Background: an optimization exercise with open tools, aiming at small area. Do not read the settings as production practice. In this exercise RTL edits were held to simulation tests only and were not proved equivalent to the original. Power and IR drop assume default switching activity.

==> design.v <==
module Debounce_Switch
    (input i_Clk,
    input i_Rst,
    input i_Switch,
    output o_Switch);
    parameter c_DEBOUNCE_LIMIT = 250000;         
    reg r_State;
    reg [17:0] r_Count;
    always @(posedge i_Clk) begin
        if (i_Rst)
            begin
               r_Count <= 0;
               r_State <= 1'b0;
            end
        else if ((i_Switch != r_State) && (r_Count < c_DEBOUNCE_LIMIT))
            r_Count <= r_Count + 1;         
        else if (r_Count == c_DEBOUNCE_LIMIT)
            begin
               r_Count <= 0;
               r_State <= i_Switch; 
            end
        else
            r_Count <= 0;
    end
    assign o_Switch = r_State;
endmodule
module Binary_To_7Segment(
    input i_Clk,
    input [3:0] i_Binary_Num,
    output      o_Segment_A,
    output      o_Segment_B,
    output      o_Segment_C,
    output      o_Segment_D,
    output      o_Segment_E,
    output      o_Segment_F,
    output      o_Segment_G);
reg [6:0] r_Hex_Encoding;
always @(posedge i_Clk)
    begin
       case (i_Binary_Num)
        4'b0000 : r_Hex_Encoding <= 7'h7E;
        4'b0001 : r_Hex_Encoding <= 7'h30;
        4'b0010 : r_Hex_Encoding <= 7'h6D;
        4'b0011 : r_Hex_Encoding <= 7'h79;
        4'b0100 : r_Hex_Encoding <= 7'h33;
        4'b0101 : r_Hex_Encoding <= 7'h5B;
        4'b0110 : r_Hex_Encoding <= 7'h5F;
        4'b0111 : r_Hex_Encoding <= 7'h70;
        4'b1000 : r_Hex_Encoding <= 7'h7F;
        4'b1001 : r_Hex_Encoding <= 7'h7B;
        4'b1010 : r_Hex_Encoding <= 7'h77;
        4'b1011 : r_Hex_Encoding <= 7'h1F;
        4'b1100 : r_Hex_Encoding <= 7'h4E;
        4'b1101 : r_Hex_Encoding <= 7'h3D;
        4'b1110 : r_Hex_Encoding <= 7'h4F;
        4'b1111 : r_Hex_Encoding <= 7'h47;
       endcase        
    end
assign o_Segment_A = r_Hex_Encoding[6];
assign o_Segment_B = r_Hex_Encoding[5];
assign o_Segment_C = r_Hex_Encoding[4];
assign o_Segment_D = r_Hex_Encoding[3];
assign o_Segment_E = r_Hex_Encoding[2];
assign o_Segment_F = r_Hex_Encoding[1];
assign o_Segment_G = r_Hex_Encoding[0];
endmodule
module uart_recv
#(
    parameter CLKS_PER_BIT = 217                
)
(
    input i_clk,						 
    input i_rst,						 
    input i_rx_serial,					 
    output o_rx_dv,						 
  output [7:0] o_rx_byte				 
);
  localparam STATE_IDLE = 0;			 
  localparam STATE_STARTBIT = 1;		 
  localparam STATE_DATABITS = 2;		 
  localparam STATE_STOPBIT = 3;			 
  localparam STATE_CLEANUP = 4;			 
  reg [2:0] r_state;
  reg r_rx_dv;							 
  reg [7:0] r_rx_byte;					 
  reg [10:0] r_counter;					 
  reg [2:0] r_bit_index;				 
  always @(posedge i_clk)
    begin
      if (i_rst) begin
        r_state <= STATE_IDLE;
        r_rx_dv <= 0;
      end
      else
      case (r_state)
        STATE_IDLE : begin
          r_rx_dv <= 0;
          if (i_rx_serial == 0) begin
            r_state <= STATE_STARTBIT;
            r_counter <= 0;
          end
        end
        STATE_STARTBIT : begin
          if (r_counter == CLKS_PER_BIT/2)
            begin
              r_counter <= 0;
              r_state <= STATE_DATABITS;
              r_bit_index <= 0;
            end
          else
            begin
                r_counter <= r_counter + 1;
            end
        end
        STATE_DATABITS : begin
          if (r_counter == CLKS_PER_BIT)
            begin
              r_counter <= 0;
              r_rx_byte[r_bit_index] <= i_rx_serial;		 
              if (r_bit_index == 7)
                begin
                  r_state <= STATE_STOPBIT;
                end
              else
                begin
                  r_bit_index <= r_bit_index + 1;
                end
            end
          else
            begin
              r_counter <= r_counter + 1;
            end
        end
        STATE_STOPBIT : begin
          if (r_counter == CLKS_PER_BIT)
            begin
              r_rx_dv <= 1;
              r_state <= STATE_CLEANUP;          
            end
          else
            r_counter <= r_counter + 1;
        end
        STATE_CLEANUP : begin
          r_rx_dv <= 0;
          r_state <= STATE_IDLE;
        end
        default : begin
          r_state <= STATE_IDLE;
        end
      endcase
    end
  assign o_rx_dv = r_rx_dv;
  assign o_rx_byte[7:0] = r_rx_byte[7:0];
endmodule
module uart_send
  #(
    parameter CLKS_PER_BIT = 217
  )
  (
    input i_clk,				 
    input i_rst,				 
    input [7:0] i_tx_byte,		 
    input i_tx_dv,				 
    output o_tx_active,			 
    output o_tx_serial,			 
    output o_tx_done  			 
  );
  reg [7:0] r_tx_byte;			 
  reg r_tx_active;				 
  reg r_tx_done;
  reg r_tx_serial;
  reg [2:0] r_bit_index;
  reg [7:0] r_counter;
  localparam STATE_IDLE = 0;
  localparam STATE_STARTBIT = 1;
  localparam STATE_DATABITS = 2;
  localparam STATE_STOPBIT = 3;
  localparam STATE_CLEANUP = 4;
  reg [2:0] state;
  always @(posedge i_clk)
  	begin
      if (i_rst)
        begin
          state <= STATE_IDLE;
          r_tx_done <= 0;
          r_tx_active <= 0;
          r_tx_serial <= 1;
        end
      else
      case (state)
        STATE_IDLE :
          begin
            r_tx_done <= 0;
            r_tx_active <= 0;
            r_tx_serial <= 1;
            if (i_tx_dv) 
              begin
                r_tx_byte[7:0] <= i_tx_byte[7:0];
                r_tx_active <= 1;
                r_counter <= 0;
                state <= STATE_STARTBIT;
              end
          end
        STATE_STARTBIT :
          begin
            r_tx_serial <= 0;
            if (r_counter == (CLKS_PER_BIT-1)) 
              begin
                r_bit_index <= 0;
                r_counter <= 0;
                state <= STATE_DATABITS;                
              end
            else
              begin
                r_counter <= r_counter + 1;
              end
          end
        STATE_DATABITS :
          begin
            r_tx_serial <= r_tx_byte[r_bit_index];
            if (r_counter == (CLKS_PER_BIT-1)) 
              begin
                r_counter <= 0;
                if (r_bit_index == 7)
                  begin
                    state <= STATE_STOPBIT;
                  end
                else
                  begin
                   	r_bit_index <= r_bit_index + 1;
                  end
              end
            else
              begin
                r_counter <= r_counter + 1;
              end
          end
        STATE_STOPBIT :
          begin
            r_tx_serial <= 1;
            if (r_counter == (CLKS_PER_BIT-1))
              begin
                r_tx_done <= 1;
                state <= STATE_CLEANUP;
              end
            else
              begin
                r_counter <= r_counter + 1;
              end
          end
        STATE_CLEANUP :
          begin
            r_tx_done <= 0;
            r_tx_active <= 0;
            state <= STATE_IDLE;
          end
        default :
          begin
            state <= STATE_IDLE;
          end
      endcase
    end  
  assign o_tx_active = r_tx_active;
  assign o_tx_done = r_tx_done;
  assign o_tx_serial = r_tx_serial;
endmodule
module VGASyncPulseGenerator
  #(
    parameter WIDTH = 800,   
    parameter HEIGHT = 525,
    parameter WIDTH_ACTIVE = 640,
    parameter HEIGHT_ACTIVE = 480
  )
  (
    input i_clk,
    input i_rst,
    output o_hsync,
    output o_vsync,
    output [10:0] o_x,
    output [10:0] o_y,
    output o_active
  );
  reg [10:0] r_counter_x;
  reg [10:0] r_counter_y;
  always @(posedge i_clk)
    begin
      if (i_rst)
        begin
          r_counter_x <= 0;
          r_counter_y <= 0;
        end
      else if (r_counter_x < (WIDTH-1))
        begin
          r_counter_x <= r_counter_x + 1;
        end
      else
        begin
          r_counter_x <= 0;
          if (r_counter_y < (HEIGHT-1))
            begin
              r_counter_y <= r_counter_y + 1;
            end
          else
            begin
              r_counter_y <= 0;
            end           
        end
    end
  assign o_hsync = (r_counter_x < WIDTH_ACTIVE);
  assign o_vsync = (r_counter_y < HEIGHT_ACTIVE);
  assign o_x = r_counter_x;
  assign o_y = r_counter_y;
  assign o_active = (r_counter_x < WIDTH_ACTIVE) && (r_counter_y < HEIGHT_ACTIVE);
endmodule
module VGASyncPorch
  #(
    parameter WIDTH = 800,   
    parameter HEIGHT = 525,
    parameter WIDTH_ACTIVE = 640,
    parameter HEIGHT_ACTIVE = 480,
    parameter FRONT_PORCH_X = 18,
    parameter BACK_PORCH_X = 50,
    parameter FRONT_PORCH_Y = 10,
    parameter BACK_PORCH_Y = 33
  )  
  (
    input [2:0] i_red,
    input [2:0] i_green,
    input [2:0] i_blue,
    input i_active,
    input i_hsync,
    input i_vsync,
    input [10:0] i_x,
    input [10:0] i_y,
    output [2:0] o_red,
    output [2:0] o_green,
    output [2:0] o_blue,
    output reg o_hsync,
    output reg o_vsync
  );
  always @*
    begin
 		  o_hsync = (i_x < (WIDTH_ACTIVE + FRONT_PORCH_X)) || (i_x >= (WIDTH - BACK_PORCH_X));
  		o_vsync = (i_y < (HEIGHT_ACTIVE + FRONT_PORCH_Y)) | (i_y >= (HEIGHT - BACK_PORCH_Y));
    end
  assign o_red[2:0] = i_active ? i_red[2:0] : 0;
  assign o_green[2:0] = i_active ? i_green[2:0] : 0;
  assign o_blue[2:0] = i_active ? i_blue[2:0] : 0;
endmodule
module Rectangle(
    input [10:0] i_left,
    input [10:0] i_top,
    input [10:0] i_right,
    input [10:0] i_bottom,
    input [10:0] i_test_x,
    input [10:0] i_test_y,
    output o_is_xy_inside
);
    reg r_is_xy_inside;
    always @*
    begin
        r_is_xy_inside = (i_test_x >= i_left) & (i_test_x < i_right) & (i_test_y >= i_top) & (i_test_y < i_bottom);
    end
    assign o_is_xy_inside = r_is_xy_inside;
endmodule
module Sprite
    #(
        parameter WIDTH = 3,
        parameter HEIGHT = 5,
        parameter PIXEL_SIZE = 8
    )
    (
        input [(WIDTH*HEIGHT)-1:0] i_data,
        input [10:0] i_pos_x,
        input [10:0] i_pos_y,
        input [10:0] i_test_x,
        input [10:0] i_test_y,
        output o_test_result
    );
    reg r_test_result;
    always @*
    begin
        if ((i_test_x < i_pos_x) || (i_test_x >= (i_pos_x + (WIDTH * PIXEL_SIZE)) || (i_test_y < i_pos_y) || (i_test_y >= (i_pos_y + (HEIGHT * PIXEL_SIZE)))))
        begin
            r_test_result = 0;
        end
        else
        begin
            r_test_result = i_data[((HEIGHT - 1 - ((i_test_y - i_pos_y) / PIXEL_SIZE)) * WIDTH) + (WIDTH - 1 - ((i_test_x - i_pos_x) / PIXEL_SIZE))];
        end
    end
    assign o_test_result = r_test_result;
endmodule
module ScoreSprite
    #(
        parameter WIDTH = 3,
        parameter HEIGHT = 5,
        parameter PIXEL_SIZE = 8
    )
    (
        input [3:0] i_score,
        input [10:0] i_pos_x,
        input [10:0] i_pos_y,
        input [10:0] i_test_x,
        input [10:0] i_test_y,
        output o_test_result
    );
    wire w_output_active_sprite;
    wire w_output_active_sprite_0;
    wire w_output_active_sprite_1;
    wire w_output_active_sprite_2;
    wire w_output_active_sprite_3;
    wire w_output_active_sprite_4;
    wire w_output_active_sprite_5;
    wire w_output_active_sprite_6;
    wire w_output_active_sprite_7;
    wire w_output_active_sprite_8;
    wire w_output_active_sprite_9;
    Sprite #(.WIDTH(WIDTH), .HEIGHT(HEIGHT), .PIXEL_SIZE(PIXEL_SIZE)) sprite_0(
        .i_data( { 3'b111, 3'b101, 3'b101, 3'b101, 3'b111 } ),
        .i_pos_x( i_pos_x ),
        .i_pos_y( i_pos_y ),
        .i_test_x( i_test_x ),
        .i_test_y( i_test_y ),
        .o_test_result( w_output_active_sprite_0 )
    );
    Sprite #(.WIDTH(WIDTH), .HEIGHT(HEIGHT), .PIXEL_SIZE(PIXEL_SIZE)) sprite_1(
        .i_data( { 3'b010, 3'b010, 3'b010, 3'b010, 3'b010 } ),
        .i_pos_x( i_pos_x ),
        .i_pos_y( i_pos_y ),
        .i_test_x( i_test_x ),
        .i_test_y( i_test_y ),
        .o_test_result( w_output_active_sprite_1 )
    );
    Sprite #(.WIDTH(WIDTH), .HEIGHT(HEIGHT), .PIXEL_SIZE(PIXEL_SIZE)) sprite_2(
        .i_data( { 3'b111, 3'b001, 3'b111, 3'b100, 3'b111 } ),
        .i_pos_x( i_pos_x ),
        .i_pos_y( i_pos_y ),
        .i_test_x( i_test_x ),
        .i_test_y( i_test_y ),
        .o_test_result( w_output_active_sprite_2 )
    );
    Sprite #(.WIDTH(WIDTH), .HEIGHT(HEIGHT), .PIXEL_SIZE(PIXEL_SIZE)) sprite_3(
        .i_data( { 3'b111, 3'b001, 3'b111, 3'b001, 3'b111 } ),
        .i_pos_x( i_pos_x ),
        .i_pos_y( i_pos_y ),
        .i_test_x( i_test_x ),
        .i_test_y( i_test_y ),
        .o_test_result( w_output_active_sprite_3 )
    );
    Sprite #(.WIDTH(WIDTH), .HEIGHT(HEIGHT), .PIXEL_SIZE(PIXEL_SIZE)) sprite_4(
        .i_data( { 3'b101, 3'b101, 3'b111, 3'b001, 3'b001 } ),
        .i_pos_x( i_pos_x ),
        .i_pos_y( i_pos_y ),
        .i_test_x( i_test_x ),
        .i_test_y( i_test_y ),
        .o_test_result( w_output_active_sprite_4 )
    );
    Sprite #(.WIDTH(WIDTH), .HEIGHT(HEIGHT), .PIXEL_SIZE(PIXEL_SIZE)) sprite_5(
        .i_data( { 3'b111, 3'b100, 3'b111, 3'b001, 3'b111 } ),
        .i_pos_x( i_pos_x ),
        .i_pos_y( i_pos_y ),
        .i_test_x( i_test_x ),
        .i_test_y( i_test_y ),
        .o_test_result( w_output_active_sprite_5 )
    );
    Sprite #(.WIDTH(WIDTH), .HEIGHT(HEIGHT), .PIXEL_SIZE(PIXEL_SIZE)) sprite_6(
        .i_data( { 3'b111, 3'b100, 3'b111, 3'b101, 3'b111 } ),
        .i_pos_x( i_pos_x ),
        .i_pos_y( i_pos_y ),
        .i_test_x( i_test_x ),
        .i_test_y( i_test_y ),
        .o_test_result( w_output_active_sprite_6 )
    );
    Sprite #(.WIDTH(WIDTH), .HEIGHT(HEIGHT), .PIXEL_SIZE(PIXEL_SIZE)) sprite_7(
        .i_data( { 3'b111, 3'b001, 3'b001, 3'b001, 3'b001 } ),
        .i_pos_x( i_pos_x ),
        .i_pos_y( i_pos_y ),
        .i_test_x( i_test_x ),
        .i_test_y( i_test_y ),
        .o_test_result( w_output_active_sprite_7 )
    );
    Sprite #(.WIDTH(WIDTH), .HEIGHT(HEIGHT), .PIXEL_SIZE(PIXEL_SIZE)) sprite_8(
        .i_data( { 3'b111, 3'b101, 3'b111, 3'b101, 3'b111 } ),
        .i_pos_x( i_pos_x ),
        .i_pos_y( i_pos_y ),
        .i_test_x( i_test_x ),
        .i_test_y( i_test_y ),
        .o_test_result( w_output_active_sprite_8 )
    );
    Sprite #(.WIDTH(WIDTH), .HEIGHT(HEIGHT), .PIXEL_SIZE(PIXEL_SIZE)) sprite_9(
        .i_data( { 3'b111, 3'b101, 3'b111, 3'b001, 3'b001 } ),
        .i_pos_x( i_pos_x ),
        .i_pos_y( i_pos_y ),
        .i_test_x( i_test_x ),
        .i_test_y( i_test_y ),
        .o_test_result( w_output_active_sprite_9 )
    );
    reg r_output_active;
    always @*
    begin
        case (i_score)
            0: r_output_active = w_output_active_sprite_0;
            1: r_output_active = w_output_active_sprite_1;
            2: r_output_active = w_output_active_sprite_2;
            3: r_output_active = w_output_active_sprite_3;
            4: r_output_active = w_output_active_sprite_4;
            5: r_output_active = w_output_active_sprite_5;
            6: r_output_active = w_output_active_sprite_6;
            7: r_output_active = w_output_active_sprite_7;
            8: r_output_active = w_output_active_sprite_8;
            9: r_output_active = w_output_active_sprite_9;
            default: r_output_active = 1'b0;
        endcase
    end
    assign o_test_result = r_output_active;
endmodule
module pong_top
#(
    parameter CLOCK_DIVIDER_BITS = 9,
    parameter DEBOUNCE_LIMIT = 250,
    parameter FLASH_COUNTER_BITS = 14
)
(
    input i_Clk,                 
    input i_Rst,                 
    input i_UART_RX,
    output o_UART_TX,
    input i_Switch_1,
    input i_Switch_2,
    input i_Switch_3,
    input i_Switch_4,
    output o_LED_1,
    output o_LED_2,
    output o_LED_3,
    output o_LED_4,
    output o_Segment1_A,
    output o_Segment1_B,
    output o_Segment1_C,
    output o_Segment1_D,
    output o_Segment1_E,
    output o_Segment1_F,
    output o_Segment1_G,
    output o_Segment2_A,
    output o_Segment2_B,
    output o_Segment2_C,
    output o_Segment2_D,
    output o_Segment2_E,
    output o_Segment2_F,
    output o_Segment2_G,
    output o_VGA_HSync,
    output o_VGA_VSync,
    output o_VGA_Red_0,
    output o_VGA_Red_1,
    output o_VGA_Red_2,
    output o_VGA_Grn_0,
    output o_VGA_Grn_1,
    output o_VGA_Grn_2,
    output o_VGA_Blu_0,
    output o_VGA_Blu_1,
    output o_VGA_Blu_2
);
    localparam PADDLE_WIDTH = 20;
    localparam PADDLE_HEIGHT = 100;
    localparam SCREEN_WIDTH_ACTIVE = 640;
    localparam SCREEN_HEIGHT_ACTIVE = 480;
    localparam BALL_WIDTH = 20;
    localparam BALL_HEIGHT = 20;
    localparam SCORE_WIN = 9;
    assign o_LED_1 = 1'b0;
    assign o_LED_2 = 1'b0;
    assign o_LED_3 = 1'b0;
    assign o_LED_4 = 1'b0;
    wire w_reset;
    reg r_game_active;
    reg r_game_over;
    reg r_game_over_flash;
    reg [FLASH_COUNTER_BITS-1:0] r_game_over_flash_counter;
    reg [10:0] r_paddle_y_1;
    reg [3:0] r_score_1;
    reg [10:0] r_paddle_y_2;
    reg [3:0] r_score_2;
    reg [10:0] r_ball_x;
    reg [10:0] r_ball_y;
    reg [10:0] r_ball_last_x;
    reg [10:0] r_ball_last_y;
    wire w_Switch_1;
    wire w_Switch_2;
    wire w_Switch_3;
    wire w_Switch_4;
    Debounce_Switch #(.c_DEBOUNCE_LIMIT(DEBOUNCE_LIMIT)) debounce_switch_1(
        .i_Clk(i_Clk),
        .i_Rst(i_Rst),
        .i_Switch(i_Switch_1),
        .o_Switch(w_Switch_1)
    );
    Debounce_Switch #(.c_DEBOUNCE_LIMIT(DEBOUNCE_LIMIT)) debounce_switch_2(
        .i_Clk(i_Clk),
        .i_Rst(i_Rst),
        .i_Switch(i_Switch_2),
        .o_Switch(w_Switch_2)
    );
    Debounce_Switch #(.c_DEBOUNCE_LIMIT(DEBOUNCE_LIMIT)) debounce_switch_3(
        .i_Clk(i_Clk),
        .i_Rst(i_Rst),
        .i_Switch(i_Switch_3),
        .o_Switch(w_Switch_3)
    );
    Debounce_Switch #(.c_DEBOUNCE_LIMIT(DEBOUNCE_LIMIT)) debounce_switch_4(
        .i_Clk(i_Clk),
        .i_Rst(i_Rst),
        .i_Switch(i_Switch_4),
        .o_Switch(w_Switch_4)
    );
    wire w_Segment1_A;
    wire w_Segment1_B;
    wire w_Segment1_C;
    wire w_Segment1_D;
    wire w_Segment1_E;
    wire w_Segment1_F;
    wire w_Segment1_G;
    Binary_To_7Segment score_7segment_1(
        .i_Clk(i_Clk),
        .i_Binary_Num(r_score_1),
        .o_Segment_A(w_Segment1_A),
        .o_Segment_B(w_Segment1_B),
        .o_Segment_C(w_Segment1_C),
        .o_Segment_D(w_Segment1_D),
        .o_Segment_E(w_Segment1_E),
        .o_Segment_F(w_Segment1_F),
        .o_Segment_G(w_Segment1_G)
    );
    wire w_game_over_flash;
    assign w_game_over_flash = r_game_over & r_game_over_flash;
    assign o_Segment1_A = ~w_Segment1_A | w_game_over_flash;
    assign o_Segment1_B = ~w_Segment1_B | w_game_over_flash;
    assign o_Segment1_C = ~w_Segment1_C | w_game_over_flash;
    assign o_Segment1_D = ~w_Segment1_D | w_game_over_flash;
    assign o_Segment1_E = ~w_Segment1_E | w_game_over_flash;
    assign o_Segment1_F = ~w_Segment1_F | w_game_over_flash;
    assign o_Segment1_G = ~w_Segment1_G | w_game_over_flash;
    wire w_Segment2_A;
    wire w_Segment2_B;
    wire w_Segment2_C;
    wire w_Segment2_D;
    wire w_Segment2_E;
    wire w_Segment2_F;
    wire w_Segment2_G;
    Binary_To_7Segment score_7segment_2(
        .i_Clk(i_Clk),
        .i_Binary_Num(r_score_2),
        .o_Segment_A(w_Segment2_A),
        .o_Segment_B(w_Segment2_B),
        .o_Segment_C(w_Segment2_C),
        .o_Segment_D(w_Segment2_D),
        .o_Segment_E(w_Segment2_E),
        .o_Segment_F(w_Segment2_F),
        .o_Segment_G(w_Segment2_G)
    );
    assign o_Segment2_A = ~w_Segment2_A | w_game_over_flash;
    assign o_Segment2_B = ~w_Segment2_B | w_game_over_flash;
    assign o_Segment2_C = ~w_Segment2_C | w_game_over_flash;
    assign o_Segment2_D = ~w_Segment2_D | w_game_over_flash;
    assign o_Segment2_E = ~w_Segment2_E | w_game_over_flash;
    assign o_Segment2_F = ~w_Segment2_F | w_game_over_flash;
    assign o_Segment2_G = ~w_Segment2_G | w_game_over_flash;
    wire w_RX_DV;
    wire [7:0] w_RX_Byte;
    wire w_TX_Active;
    wire w_TX_Serial;
    wire w_TX_Done;
    uart_recv uart_recv_inst(
        .i_clk(i_Clk),
        .i_rst(i_Rst),
        .i_rx_serial(i_UART_RX),
        .o_rx_dv(w_RX_DV),
        .o_rx_byte(w_RX_Byte)
    );
    uart_send uart_send_inst(
        .i_clk(i_Clk),
        .i_rst(i_Rst),
        .i_tx_dv(w_RX_DV),               
        .i_tx_byte(w_RX_Byte),           
        .o_tx_active(w_TX_Active),
        .o_tx_serial(w_TX_Serial),
        .o_tx_done(w_TX_Done)
    );
    assign o_UART_TX = w_TX_Active ? w_TX_Serial : 1'b1;
    assign w_reset = w_RX_DV;
    wire w_hsync;
    wire w_vsync;
    wire [10:0] w_x;
    wire [10:0] w_y;
    wire w_active;
    wire [2:0] w_red;
    wire [2:0] w_green;
    wire [2:0] w_blue;
    wire [2:0] w_output_red;
    wire [2:0] w_output_green;
    wire [2:0] w_output_blue;
    wire w_output_hsync;
    wire w_output_vsync;
    VGASyncPulseGenerator uut_syncpulse(
        .i_clk(i_Clk),
        .i_rst(i_Rst),
        .o_hsync(w_hsync),
        .o_vsync(w_vsync),
        .o_x(w_x),
        .o_y(w_y),
        .o_active(w_active)
    );
    VGASyncPorch uut_syncporch(
        .i_red(w_red),
        .i_green(w_green),
        .i_blue(w_blue),
        .i_active(w_active),
        .i_hsync(w_hsync),
        .i_vsync(w_vsync),
        .i_x(w_x),
        .i_y(w_y),
        .o_red(w_output_red),
        .o_green(w_output_green),
        .o_blue(w_output_blue),
        .o_hsync(w_output_hsync),
        .o_vsync(w_output_vsync)
    );
    assign o_VGA_HSync = w_output_hsync;
    assign o_VGA_VSync = w_output_vsync;
    assign o_VGA_Red_0 = w_output_red[0];
    assign o_VGA_Red_1 = w_output_red[1];
    assign o_VGA_Red_2 = w_output_red[2];
    assign o_VGA_Grn_0 = w_output_green[0];
    assign o_VGA_Grn_1 = w_output_green[1];
    assign o_VGA_Grn_2 = w_output_green[2];
    assign o_VGA_Blu_0 = w_output_blue[0];
    assign o_VGA_Blu_1 = w_output_blue[1];
    assign o_VGA_Blu_2 = w_output_blue[2];
    reg [CLOCK_DIVIDER_BITS-1:0] clock_divider;
    always @(posedge i_Clk)
    begin
        clock_divider <= clock_divider + 1;
        if (i_Rst)
        begin
            clock_divider <= 0;
            r_paddle_y_1 <= (SCREEN_HEIGHT_ACTIVE - PADDLE_HEIGHT) / 2;
            r_paddle_y_2 <= (SCREEN_HEIGHT_ACTIVE - PADDLE_HEIGHT) / 2;
            r_ball_x <= (SCREEN_WIDTH_ACTIVE - BALL_WIDTH) / 2;
            r_ball_y <= (SCREEN_HEIGHT_ACTIVE - BALL_HEIGHT) / 2;
            r_ball_last_x <= ((SCREEN_WIDTH_ACTIVE - BALL_WIDTH) / 2) - 1;
            r_ball_last_y <= ((SCREEN_HEIGHT_ACTIVE - BALL_HEIGHT) / 2) - 1;
            r_score_1 <= 0;
            r_score_2 <= 0;
            r_game_active <= 1;
            r_game_over <= 0;
            r_game_over_flash <= 0;
            r_game_over_flash_counter <= 0;
        end
        else if (w_reset) 
        begin
            r_paddle_y_1 <= (SCREEN_HEIGHT_ACTIVE - PADDLE_HEIGHT) / 2;
            r_paddle_y_2 <= (SCREEN_HEIGHT_ACTIVE - PADDLE_HEIGHT) / 2;
            r_ball_x <= (SCREEN_WIDTH_ACTIVE - BALL_WIDTH) / 2;
            r_ball_y <= (SCREEN_HEIGHT_ACTIVE - BALL_HEIGHT) / 2;
            r_score_1 <= 0;
            r_score_2 <= 0;
            r_game_active <= 1;
            r_game_over <= 0;
        end
        else if (r_game_over) begin
            r_game_over_flash_counter <= r_game_over_flash_counter + 1;
            if (&r_game_over_flash_counter == 1) 
            begin
                r_game_over_flash <= ~r_game_over_flash;
            end
        end
        else if ((r_score_1 == SCORE_WIN) || (r_score_2 == SCORE_WIN))
        begin
            r_game_active <= 0;
            r_game_over <= 1;
        end
        else
        begin
            if (&clock_divider == 1)
            begin
                r_ball_last_x <= r_ball_x;
                r_ball_last_y <= r_ball_y;
                if (r_ball_x > r_ball_last_x)
                begin
                    if (r_ball_x == SCREEN_WIDTH_ACTIVE)
                    begin
                        r_score_1 <= r_score_1 + 1;
                        r_ball_x <= SCREEN_WIDTH_ACTIVE / 2;
                        r_ball_y <= SCREEN_HEIGHT_ACTIVE / 2;
                    end
                    else if ((r_ball_x >= (SCREEN_WIDTH_ACTIVE - BALL_WIDTH)) && ((r_ball_y + BALL_HEIGHT) > r_paddle_y_2) && (((r_ball_y + BALL_HEIGHT) - r_paddle_y_2) < (PADDLE_HEIGHT + BALL_HEIGHT)))
                    begin
                        r_ball_x <= r_ball_x - 1;
                    end
                    else
                    begin
                        r_ball_x <= r_ball_x + 1;
                    end
                end
                else if (r_ball_x < r_ball_last_x)
                begin
                    if (r_ball_x == 0)
                    begin
                        r_score_2 <= r_score_2 + 1;
                        r_ball_x <= SCREEN_WIDTH_ACTIVE / 2;
                        r_ball_y <= SCREEN_HEIGHT_ACTIVE / 2;
                    end
                    else if ((r_ball_x <= BALL_WIDTH) && ((r_ball_y + BALL_HEIGHT) > r_paddle_y_1) && (((r_ball_y + BALL_HEIGHT) - r_paddle_y_1) < (PADDLE_HEIGHT + BALL_HEIGHT)))
                    begin
                        r_ball_x <= r_ball_x + 1;
                    end
                    else
                    begin
                        r_ball_x <= r_ball_x - 1;
                    end
                end
                if (r_ball_y > r_ball_last_y)
                begin
                    if (r_ball_y >= (SCREEN_HEIGHT_ACTIVE - BALL_HEIGHT))
                    begin
                        r_ball_y <= r_ball_y - 1;
                    end
                    else
                    begin
                        r_ball_y <= r_ball_y + 1;
                    end
                end
                else if (r_ball_y < r_ball_last_y)
                begin
                    if (r_ball_y == 0)
                    begin
                        r_ball_y <= r_ball_y + 1;
                    end
                    else
                    begin
                        r_ball_y <= r_ball_y - 1;
                    end
                end
                if (w_Switch_1)
                begin
                    if (r_paddle_y_1 > 0)
                        r_paddle_y_1 <= r_paddle_y_1 - 1;
                end
                else if (w_Switch_2)
                begin
                    if (r_paddle_y_1 < (SCREEN_HEIGHT_ACTIVE - PADDLE_HEIGHT))
                        r_paddle_y_1 <= r_paddle_y_1 + 1;
                end
                if (w_Switch_3)
                begin
                    if (r_paddle_y_2 > 0)
                        r_paddle_y_2 <= r_paddle_y_2 - 1;
                end
                else if (w_Switch_4)
                begin
                    if (r_paddle_y_2 < (SCREEN_HEIGHT_ACTIVE - PADDLE_HEIGHT))
                        r_paddle_y_2 <= r_paddle_y_2 + 1;
                end
            end
        end
    end
    wire output_active;
    wire output_active_paddle1;
    wire output_active_paddle2;
    wire output_active_ball;
    Rectangle rectangle_paddle1(
        .i_left(0),
        .i_right(PADDLE_WIDTH),
        .i_top(r_paddle_y_1),
        .i_bottom(r_paddle_y_1 + PADDLE_HEIGHT),
        .i_test_x(w_x),
        .i_test_y(w_y),
        .o_is_xy_inside(output_active_paddle1)
    );
    Rectangle rectangle_paddle2(
        .i_left(SCREEN_WIDTH_ACTIVE-PADDLE_WIDTH),
        .i_right(SCREEN_WIDTH_ACTIVE),
        .i_top(r_paddle_y_2),
        .i_bottom(r_paddle_y_2 + PADDLE_HEIGHT),
        .i_test_x(w_x),
        .i_test_y(w_y),
        .o_is_xy_inside(output_active_paddle2)
    );
    Rectangle rectangle_ball(
        .i_left(r_ball_x),
        .i_right(r_ball_x + BALL_WIDTH),
        .i_top(r_ball_y),
        .i_bottom(r_ball_y + BALL_HEIGHT),
        .i_test_x(w_x),
        .i_test_y(w_y),
        .o_is_xy_inside(output_active_ball)
    );
    wire w_output_active_sprite_1;
    wire w_output_active_sprite_2;
    ScoreSprite score_sprite_1(
        .i_score( r_score_1 ),
        .i_pos_x( (SCREEN_WIDTH_ACTIVE / 2) - (4*8) ),
        .i_pos_y( 20 ),
        .i_test_x( w_x ),
        .i_test_y( w_y ),
        .o_test_result( w_output_active_sprite_1 )
    );
    ScoreSprite score_sprite_2(
        .i_score( r_score_2 ),
        .i_pos_x( SCREEN_WIDTH_ACTIVE / 2 ),
        .i_pos_y( 20 ),
        .i_test_x( w_x ),
        .i_test_y( w_y ),
        .o_test_result( w_output_active_sprite_2 )
    );
    assign output_active = output_active_paddle1 | output_active_paddle2 | (r_game_active & output_active_ball) | w_output_active_sprite_1 | w_output_active_sprite_2;
    assign w_red = output_active ? 3'b111 : 3'b000;
    assign w_green = output_active ? 3'b111 : 3'b000;
    assign w_blue = output_active ? 3'b111 : 3'b000;
endmodule
==> run.sh <==
#!/bin/bash
# synth_recipe.tcl (not shown) runs the flow's synth.tcl, then flattens the netlist and writes it again
# the make line also repeats each setting of config.mk as NAME=value (left out here)
make -C /OpenROAD-flow-scripts/flow DESIGN_CONFIG=/design/flow/config.mk WORK_HOME=/design/flow/orfs CLKGATE_MAP_FILE= SYNTH_SCRIPT=/design/flow/synth_recipe.tcl finish
==> config.mk <==
export PLATFORM = sky130hd
export DESIGN_NAME = pong_top
export DESIGN_NICKNAME = pong_top
export VERILOG_FILES = /design/flow/design.v
export SDC_FILE = /design/flow/constraint.sdc
export NUM_CORES = 4
export LEC_CHECK = 0
export CAP_MARGIN = 20
export CORE_MARGIN = 2
export CORE_UTILIZATION = 40
export SLEW_MARGIN = 20
==> constraint.sdc <==
create_clock -name core_clock -period 40.0 [get_ports {i_Clk}]
set_input_delay 8.0000 -clock core_clock [delete_from_list [all_inputs] [get_ports {i_Clk}]]
set_output_delay 8.0000 -clock core_clock [all_outputs]
set_load 0.01 [all_outputs]
==> flow_metrics.tcl <==
set metrics [dict create \
    die_x_um 216.9 \
    hold_viol 0 \
    clockRootBuffer "clkbuf_16" \
    syn_avg_cell_area_um2 8.383 \
    layout_commonest_cell "nor2_1" \
    vias 15105 \
    firstDrtPassIters 5 \
    p_int_w 0.0004673 \
    required_ns 32.00 \
    dp.cells 2753 \
    synth_ff_type "dfxtp_1" \
    tightest_slew_ns 1.052 \
    grt.total_usage 0.1814 \
    clock-sinks 262 \
    p_sw_w 0.0001523 \
    fmax_mhz 66.15 \
    pre_cts_ws_ns 25.58 \
    syn-cell-area_mm2 0.01813 \
    clk_path_buf_depth 3 \
    clk-insertion-delay-late_ns 0.58 \
    post_drt_wl_per_cell_um 15.35 \
    max_stage_delay_ns 0.85 \
    postCtsHoldBufs 0 \
    critPathTopFamily "XOR/XNOR gates" \
    worstSetupPathType "reg -> out" \
    drive_gt1_frac 0.04120 \
    io_buffers 32 \
    nets 2422 \
    ant_nets 0 \
    crit_fanout 15 \
    finalSetupViolations 0 \
    ys_ff_latch 262 \
    arrival_ns 7.12 \
    grt_overflow 0 \
    final_cells 2809 \
    ios 37 \
    min_path_type "reg -> reg" \
    finalCritPeriodShare 0.3779 \
    avgViaCountPerCell 5.377 \
    ys_seq_area_frac 0.3119 \
    row_count 78 \
    relSlewSlack 0.2939 \
    syn_to_final_growth_pct 10.56 \
    routed_wl_um 43120 \
    final_cell_mix "nor2_1 (250), ha_1 (225), dfxtp_1 (221)" \
    clkTransAtPathRegs_ns 0.06 \
    cts_setup_buffers 0 \
    drc 0 \
    cts_resized 0 \
    antenna_found_initial 0 \
    p_comb_frac 0.068 \
    drtIter0Drc 861 \
    syn_inst 2163 \
    hpwl_um 32030 \
    setup_ws_ns 24.88 \
    ir_worst_vdd_v 0.00003399 \
    grt_pass1_wl_um 71880 \
    grt_pass1_vias 14681 \
    worst_setup_path_start_kind "flop" \
    hold_ws_ns 0.4470 \
    yosysUniqueCellTypes 85 \
    cap_violations 0 \
    crit_path_cell_trace "inv_1 -> ha_1 -> xnor2_1 -> inv_1 -> ha_1 -> xnor2_1 -> fa_1 -> ha_1 -> xnor2_1 -> nor2b_1 -> nand2_1 -> nand3_1 -> nand3b_1 -> a31oi_1 -> a21oi_1 -> or4_1 -> a211oi_2 -> clkdlybuf4s50_1" \
    gp_congestion 0.8362 \
    fin_skew_ns 0.02224 \
    period_needed_ns 15.12 \
    swShare 0.2458 \
    yosysWarnings 22 \
    cts_tree "built" \
    core_mm2 0.04509 \
    pwr-share-clk 0.465 \
    die_height_um 216.9 \
    setup-tns-final_ns 0 \
    cts_buffers 31 \
    path_buf_inv 3 \
    final-max-slew-violation-count 0 \
    cp-end-kind "output port" \
    power_density_mw_per_mm2 30.91 \
    num_antenna_cells 0 \
    power.share.sequential 0.467 \
    cts_htree_levels 1 \
    crit_slowest_cell "xnor2_1" \
    status "timing/DRC/antenna clean" \
    rsz0062_at_grt "no" \
    grt_max_degree 45 \
    dieArea_mm2 0.04705 \
    synthArstFlopShare 0 \
    start_util 0.4022 \
    synth_edf_count 41 \
    p_leak_nw 8.061 \
]
[area by class of cell]
| cell class | count | area (µm²) |
|---|---|---|
| timing repair buffer | 40 | 375.4 |
| tap | 600 | 750.7 |
| clock inverter | 17 | 206.4 |
| clock buffer | 39 | 825.8 |
| multi-input combinational | 1704 | 11680 |
| fill | 4446 | 25040 |
| sequential | 262 | 5655 |
| inverter | 147 | 551.8 |
[registers in the layout (all words and copies together), names as in the netlist, 14 cells and up]
name	cells
debounce_switch_1.r_Count	18
debounce_switch_3.r_Count	18
debounce_switch_4.r_Count	18
r_game_over_flash_counter	14
debounce_switch_2.r_Count	18
[cell families after synthesis]
family	synth area share
flip-flops	0.3119
XOR/XNOR	0.08591
multiplexers	0.02512
AO/OA/AOI/OAI	0.1579
other	0.0002068
buffers and inverters	0.05355
AND/OR/NAND/NOR	0.2051
adder cells (fa/ha/maj)	0.1602
[path summary, 6_finish.rpt]
check	from	endpoint	slack [ns]	cells past startpoint
max	uut_syncpulse.r_counter_y[2]	o_VGA_Red_2	24.88	18
min	uart_recv_inst.r_rx_byte[0]	uart_send_inst.r_tx_byte[0]	0.45	0
max reg2reg	r_ball_y[2]	r_ball_x[4]	34.41	19
min reg2reg	uart_recv_inst.r_rx_byte[0]	uart_send_inst.r_tx_byte[0]	0.45	0
[power groups by stage]
stage / clock, W / sequential (W) / combinational (W)
6_report: 0.000288 / 0.000289 / 0.0000421
5_1_grt: 0.000306 / 0.000291 / 0.0000484
4_1_cts: 0.000296 / 0.000289 / 0.0000425
3_5_place_dp: 0 / 0.000295 / 0.0000423
3_3_place_gp: 0 / 0.000295 / 0.0000413
2_1_floorplan: 0 / 0.000290 / 0.0000358
[Yosys cell counts, types with 10 or more instances]
| master | instances | area (µm²) |
|---|---|---|
| xor2_1 | 60 | 525.5 |
| a31oi_1 | 17 | 106.4 |
| nor4_1 | 31 | 193.9 |
| inv_1 | 144 | 540.5 |
| nand4_1 | 36 | 225.2 |
| nor2_1 | 252 | 945.9 |
| nor3_1 | 57 | 285.3 |
| nand2_1 | 158 | 593.1 |
| mux2i_1 | 32 | 320.3 |
| a21oi_1 | 111 | 555.5 |
| a211oi_1 | 11 | 82.58 |
| nand2b_1 | 24 | 150.1 |
| buf_4 | 12 | 90.09 |
| a211o_1 | 14 | 122.6 |
| and2_1 | 12 | 75.07 |
| buf_2 | 14 | 70.07 |
| xnor2_1 | 116 | 1016 |
| nor2b_1 | 30 | 187.7 |
| edfxtp_1 | 41 | 1231 |
| clkbuf_1 | 62 | 232.7 |
| nand3_1 | 90 | 450.4 |
| o21ai_0 | 91 | 455.4 |
| o21ai_1 | 11 | 55.05 |
| o211ai_1 | 25 | 187.7 |
| a21o_1 | 29 | 217.7 |
| and3_1 | 22 | 137.6 |
| o21a_1 | 17 | 127.6 |
| nand3b_1 | 10 | 75.07 |
| ha_1 | 225 | 2815 |
| or3_1 | 17 | 106.4 |
| dfxtp_1 | 221 | 4424 |
[through the flow]
step / cell area [µm²] / total power (W) / utilization
CTS: 20040 / 0.0006281 / 0.4446
finish: 20050 / 0.0006196 / 0.4446
floorplan: 18290 / 0.0003262 / -
detailed placement: 19010 / 0.0003373 / 0.4217
global route: 20050 / 0.0006452 / 0.4446
global placement: 19010 / 0.0003361 / 0.4217
[metal layers]
layer,wire length (µm),share of wire,vias to the layer above,GRT usage
met4,1250,0.029,0,0.06027
met1,19780,0.46,7079,0.2315
li1,-,-,7661,-
met2,20370,0.47,287,0.3136
met3,1715,0.040,78,0.02642
met5,0,0,-,0

==> afterwards: timing with drivers on the ports <==
In the flow no input, the clock included, has a driving cell. The finished layout below was timed again as built, in two steps.
Step 1 (the two cells are an assumption about what drives the block):
set clk [get_ports {i_Clk}]
set_driving_cell -lib_cell sky130_fd_sc_hd__clkbuf_16 $clk
set_driving_cell -lib_cell sky130_fd_sc_hd__buf_2 [delete_from_list [all_inputs] $clk]
Step 2 also shifts input and output timing later by t, the mid clock arrival at the registers, as if the neighbouring blocks saw the same clock.
Slacks: ideal / step 1 / step 2; pairs: ideal / step 1.
t, ns: 0.625
setup slack, ns: 24.883 / 24.828 / 25.453
worst hold slack (ns): 0.447 / 0.447 / 0.447
After both steps setup and hold are still met in this run. For this run, drivers alone change the setup slack by -0.055 ns; drivers and shift together by +0.570 ns.
